From an optimization exercise on the open Yosys and OpenROAD flow, aimed at small area, a short achievable clock period and few clock cycles; shortcuts taken in it are not production practice.
Only simulation tests tie the RTL to the original design; equivalence was not proved.

== job 6777 ==
==> flow/design.v (excerpt) <==
module dpsk_modem (
  input  logic        clk,
  input  logic        rst_n,
  input  logic        cfg_qpsk,      
  input  logic        cfg_bypass,    
  input  logic        tx_in_valid,
  output logic        tx_in_ready,
  input  logic [7:0]  tx_in_data,
  input  logic        tx_in_last,
  output logic        tx_out_valid,
  input  logic        tx_out_ready,
  output logic [31:0] tx_out_data,
  output logic        tx_out_last,
  input  logic        rx_in_valid,
  output logic        rx_in_ready,
  input  logic [31:0] rx_in_data,
  input  logic        rx_in_last,
  output logic        rx_out_valid,
  input  logic        rx_out_ready,
  output logic [7:0]  rx_out_data,
  output logic        rx_out_last
);
Size in the first run: about 4900 cells after synthesis, about 200 flip-flops, about 0.045 mm2 of cells after synthesis.
clock: 14.0 ns
lec_check: 0
cap_margin: 20
core_margin: 2
core_utilization: 40
slew_margin: 20
standard.sh (not shown) runs the stock make flow with config.mk's settings and CLKGATE_MAP_FILE= SYNTH_SCRIPT=/design/flow/synth_recipe.tcl, a recipe that flattens the netlist after the stock synthesis.
==> flow/flow/run.sh <==
#!/bin/bash
set -e
cd "$(dirname "$0")/.."
export SETUP_SLACK_MARGIN=${SETUP_SLACK_MARGIN:-8.5}
bash standard.sh > standard.log 2>&1
Testbench counts of job 6777, summed over its fixed seeds: cycles 2,352.
What job 7580 does differently from job 6777 at the input level:
==> flow/run.sh (new file) <==
#!/bin/bash
# synth_recipe.tcl (not shown) runs the flow's synth.tcl, then flattens the netlist and writes it again
# the make line also repeats each setting of config.mk as NAME=value (left out here)
make -C /OpenROAD-flow-scripts/flow DESIGN_CONFIG=/design/flow/config.mk WORK_HOME=/design/flow/orfs CLKGATE_MAP_FILE= SYNTH_SCRIPT=/design/flow/synth_recipe.tcl finish
removed: flow/flow/run.sh
removed: flow/standard.sh
### Flow results
- Critical path's slowest cell: a211oi_1 -> job 7580, dfstp_4 -> job 6777
- Summary — count of antenna diodes in the layout, job 7580 relative to job 6777: higher, by 1.
- Diff job 6777 -> job 7580: number of port buffers flat, non-clock buffer total of the final layout down 180, total routed wire length on the met1 layer down about 0.35%.
- Looking at design area, job 7580 sits about 6.5% below job 6777.

========
## job 3357
Another version of the RTL of dpsk_modem (not shown whole).
Size: roughly 5100 cells after synthesis, ~170 flip-flops, roughly 96 I/O pins, roughly 40000 um^2 of cells after synthesis.
export LEC_CHECK = 0
export ABC_AREA = 1
export CAP_MARGIN = 20
export CORE_MARGIN = 2
export CORE_UTILIZATION = 40
export SLEW_MARGIN = 20
create_clock -name core_clock -period 14.0 [get_ports {clk}]
==> flow/flow/run.sh <==
#!/bin/bash
set -e
cd "$(dirname "$0")/.."
export SETUP_SLACK_MARGIN=${SETUP_SLACK_MARGIN:-7.5}
bash standard.sh > standard.log 2>&1
Job 3357: PASS, flow complete, no timing, DRC or antenna violations
Testbench counts of job 3357, summed over its fixed seeds: cycles 2,336.
## Diff of input files: job 3797 against job 3357
--- a/flow/config.mk
+++ b/flow/config.mk
@@ -8 +7,0 @@
-export ABC_AREA = 1
Findings:
- Compared with job 3357, job 3797 shows a critical path depth that is 3.2% lower.
- The final reports for job 3797 and job 3357 show final instance area higher in the former.
- Placement row count of job 3797 falls short of that of job 3357 slightly.
- Final RePlAce weighted congestion: job 3797 vs job 3357 up 1.6%
- Compared with job 3357, job 3797 shows utilization higher by 3.5 points.
- Diff job 3357 -> job 3797: multiplexer share of the synthesized area went up; total die area went down.
- The end point of the critical path comes out u_tx.pQ[2]$_DFFE_PN0P_ in one run and u_tx.pQ[12]$_DFFE_PN0P_ in the other, namely in job 3357 and job 3797 respectively.
- On pin count of the biggest net entering global routing: between job 3357 and job 3797, it ends up higher for job 3357.
- The higher post-layout worst setup margin came out of job 3357.
--- input diff job 3797..job 7581 ---
--- a/flow/flow/run.sh
+++ b/flow/flow/run.sh
@@ -4 +4 @@
-export SETUP_SLACK_MARGIN=${SETUP_SLACK_MARGIN:-7.5}
+export SETUP_SLACK_MARGIN=${SETUP_SLACK_MARGIN:-8.0}
--- a/flow/config.mk
+++ b/flow/config.mk
@@ -7,0 +8 @@
+export ABC_AREA = 1
Fmax: job 7581 higher than job 3797. Number of flops mapped to enable cells by yosys: job 7581 vs job 3797 identical. Delta (job 7581 minus job 3797): shortest period the worst path allows shows a reduction of 0.75 ns. In the flow results for job 3797 and job 7581, the clock skew is larger on job 3797.

========
Setup of yarrow:
Another version of the RTL of dpsk_modem (not shown whole).
Size in the first run: about 4900 cells after synthesis, ~96 I/O pins, ~0.044 mm2 of cells after synthesis.
clock: 14.0 ns
lec_check: 0
cap_margin: 20
core_margin: 2
core_utilization: 40
place_density: 0.8
slew_margin: 20
==> flow/flow/run.sh <==
#!/bin/bash
set -e
cd "$(dirname "$0")/.."
export SETUP_SLACK_MARGIN=${SETUP_SLACK_MARGIN:-7.5}
bash standard.sh > standard.log 2>&1
Testbench counts of yarrow, summed over its fixed seeds: cycles 2,352.
Relative to yarrow, the following input files were edited for willow:
- clearing PLACE_DENSITY, which used to be 0.8
--- outcome ---
First-pass GRT wire length came out higher on willow than on yarrow.
Sum of net half-perimeters after detailed placement (willow vs. yarrow) increases by a few percent
On final cell count without fillers, yarrow and willow are basically level.
Total wire length of willow exceeds that of yarrow by a few percent.
[inputs] indigo vs willow
--- a/flow/flow/run.sh
+++ b/flow/flow/run.sh
@@ -4 +4 @@
-export SETUP_SLACK_MARGIN=${SETUP_SLACK_MARGIN:-7.5}
+export SETUP_SLACK_MARGIN=${SETUP_SLACK_MARGIN:-7.0}
==> comparison <==
willow -> indigo: sequential share of layout area flat
Post-synthesis cell type count came out exactly the same in willow and indigo.
The run with more routed wire is willow, not indigo.
indigo -> willow: clock distribution area overhead in the final layout flat
Sort willow and indigo by arrival time reported for the critical path endpoint asc -> top: willow
#### Input delta (nickel over indigo)
- a change of CORE_UTILIZATION from 40 to 60
--- a/flow/flow/run.sh
+++ b/flow/flow/run.sh
@@ -4 +4 @@
-export SETUP_SLACK_MARGIN=${SETUP_SLACK_MARGIN:-7.0}
+export SETUP_SLACK_MARGIN=${SETUP_SLACK_MARGIN:-7.5}
==> run summary <==
nickel completed every stage of the flow, and the final layout passed the timing, DRC and antenna checks.
nickel vs. indigo: routed wire length saw an increase; data-path buffer share of cell area in the final layout grew by 0.81 points.
nickel vs indigo — final-layout clock buffer total dropped by a little under 10%
Summary of nickel over indigo: setup slack after placement dropped 150 ps; routed metal-1 wire length down about 7%; overall via count from detail_route rose by about 1.4%.
Any difference in sequential cell area share between nickel and indigo is small enough to ignore.
The setup slack of nickel is larger than that of indigo.

========
11-16:
dpsk_modem with an RTL version that a note above also has.
Size in the first run: ~4900 cells after synthesis, roughly 200 flip-flops, roughly 96 I/O pins, roughly 45000 sq um of cells after synthesis.
==> flow/config.mk <==
export PLATFORM = sky130hd
export DESIGN_NAME = dpsk_modem
export DESIGN_NICKNAME = dpsk_modem
export VERILOG_FILES = /design/flow/design.v
export SDC_FILE = /design/flow/constraint.sdc
export NUM_CORES = 4
export LEC_CHECK = 0
export CAP_MARGIN = 20
export CORE_MARGIN = 2
export CORE_UTILIZATION = 40
export SLEW_MARGIN = 20
==> flow/constraint.sdc <==
create_clock -name core_clock -period 14.0 [get_ports {clk}]
set_input_delay 2.8000 -clock core_clock [delete_from_list [all_inputs] [get_ports {clk}]]
set_output_delay 2.8000 -clock core_clock [all_outputs]
set_load 0.01 [all_outputs]
==> flow/flow/run.sh <==
#!/bin/bash
set -e
cd "$(dirname "$0")/.."
export SETUP_SLACK_MARGIN=${SETUP_SLACK_MARGIN:-10}
bash standard.sh > standard.log 2>&1
Testbench counts of 11-16, summed over its fixed seeds: cycles 2,352.
Setup changes, 11-16 to 11-24
==> flow/flow/run.sh <==
#!/bin/bash
set -e
cd "$(dirname "$0")/.."
export SETUP_SLACK_MARGIN=${SETUP_SLACK_MARGIN:-7.5}
bash standard.sh > standard.log 2>&1
Findings:
- 11-16 → 11-24: global-route track usage on met1 moved down; setup slack has decreased; half-perimeter wire length after placement went up.

-- static timing again, ports no longer ideal --
Ports are ideal in the flow. The routed layouts listed here were re-timed in OpenROAD.
Step 1 sets driving cells, clkbuf_16 on the clock port and buf_2 on the other inputs (assumed; they add their load-dependent delay and slew).
Step 2 also shifts input and output timing later by t, the mid clock arrival at the registers, as if the neighbouring blocks saw the same clock.
Three values: no drivers, after step 1, after step 2; two values: the first two.
run | shift t [ns] | setup slack, ns | worst hold slack (ns)
job 6777 | 0.680 | 7.584 / 7.584 / 7.584 | 0.344 / 0.344 / 0.344
job 7580 | 0.699 | 5.980 / 5.980 / 5.980 | 0.337 / 0.337 / 0.337
job 3357 | 0.550 | 7.709 / 7.709 / 7.709 | 0.476 / 0.476 / 0.476
job 3797 | 0.557 | 7.112 / 7.112 / 7.112 | 0.501 / 0.501 / 0.501
job 7581 | 0.552 | 7.866 / 7.866 / 7.866 | 0.476 / 0.476 / 0.476
yarrow | 0.652 | 7.561 / 7.561 / 7.561 | 0.325 / 0.325 / 0.325
willow | 0.661 | 7.654 / 7.654 / 7.654 | 0.363 / 0.363 / 0.363
indigo | 0.660 | 7.105 / 7.105 / 7.105 | 0.363 / 0.363 / 0.363
nickel | 0.663 | 7.628 / 7.628 / 7.628 | 0.350 / 0.350 / 0.350
11-16 | 0.701 | 7.534 / 7.534 / 7.534 | 0.344 / 0.344 / 0.344
11-24 | 0.694 | 7.507 / 7.507 / 7.507 | 0.343 / 0.343 / 0.343
After both steps every run listed still meets setup and hold.
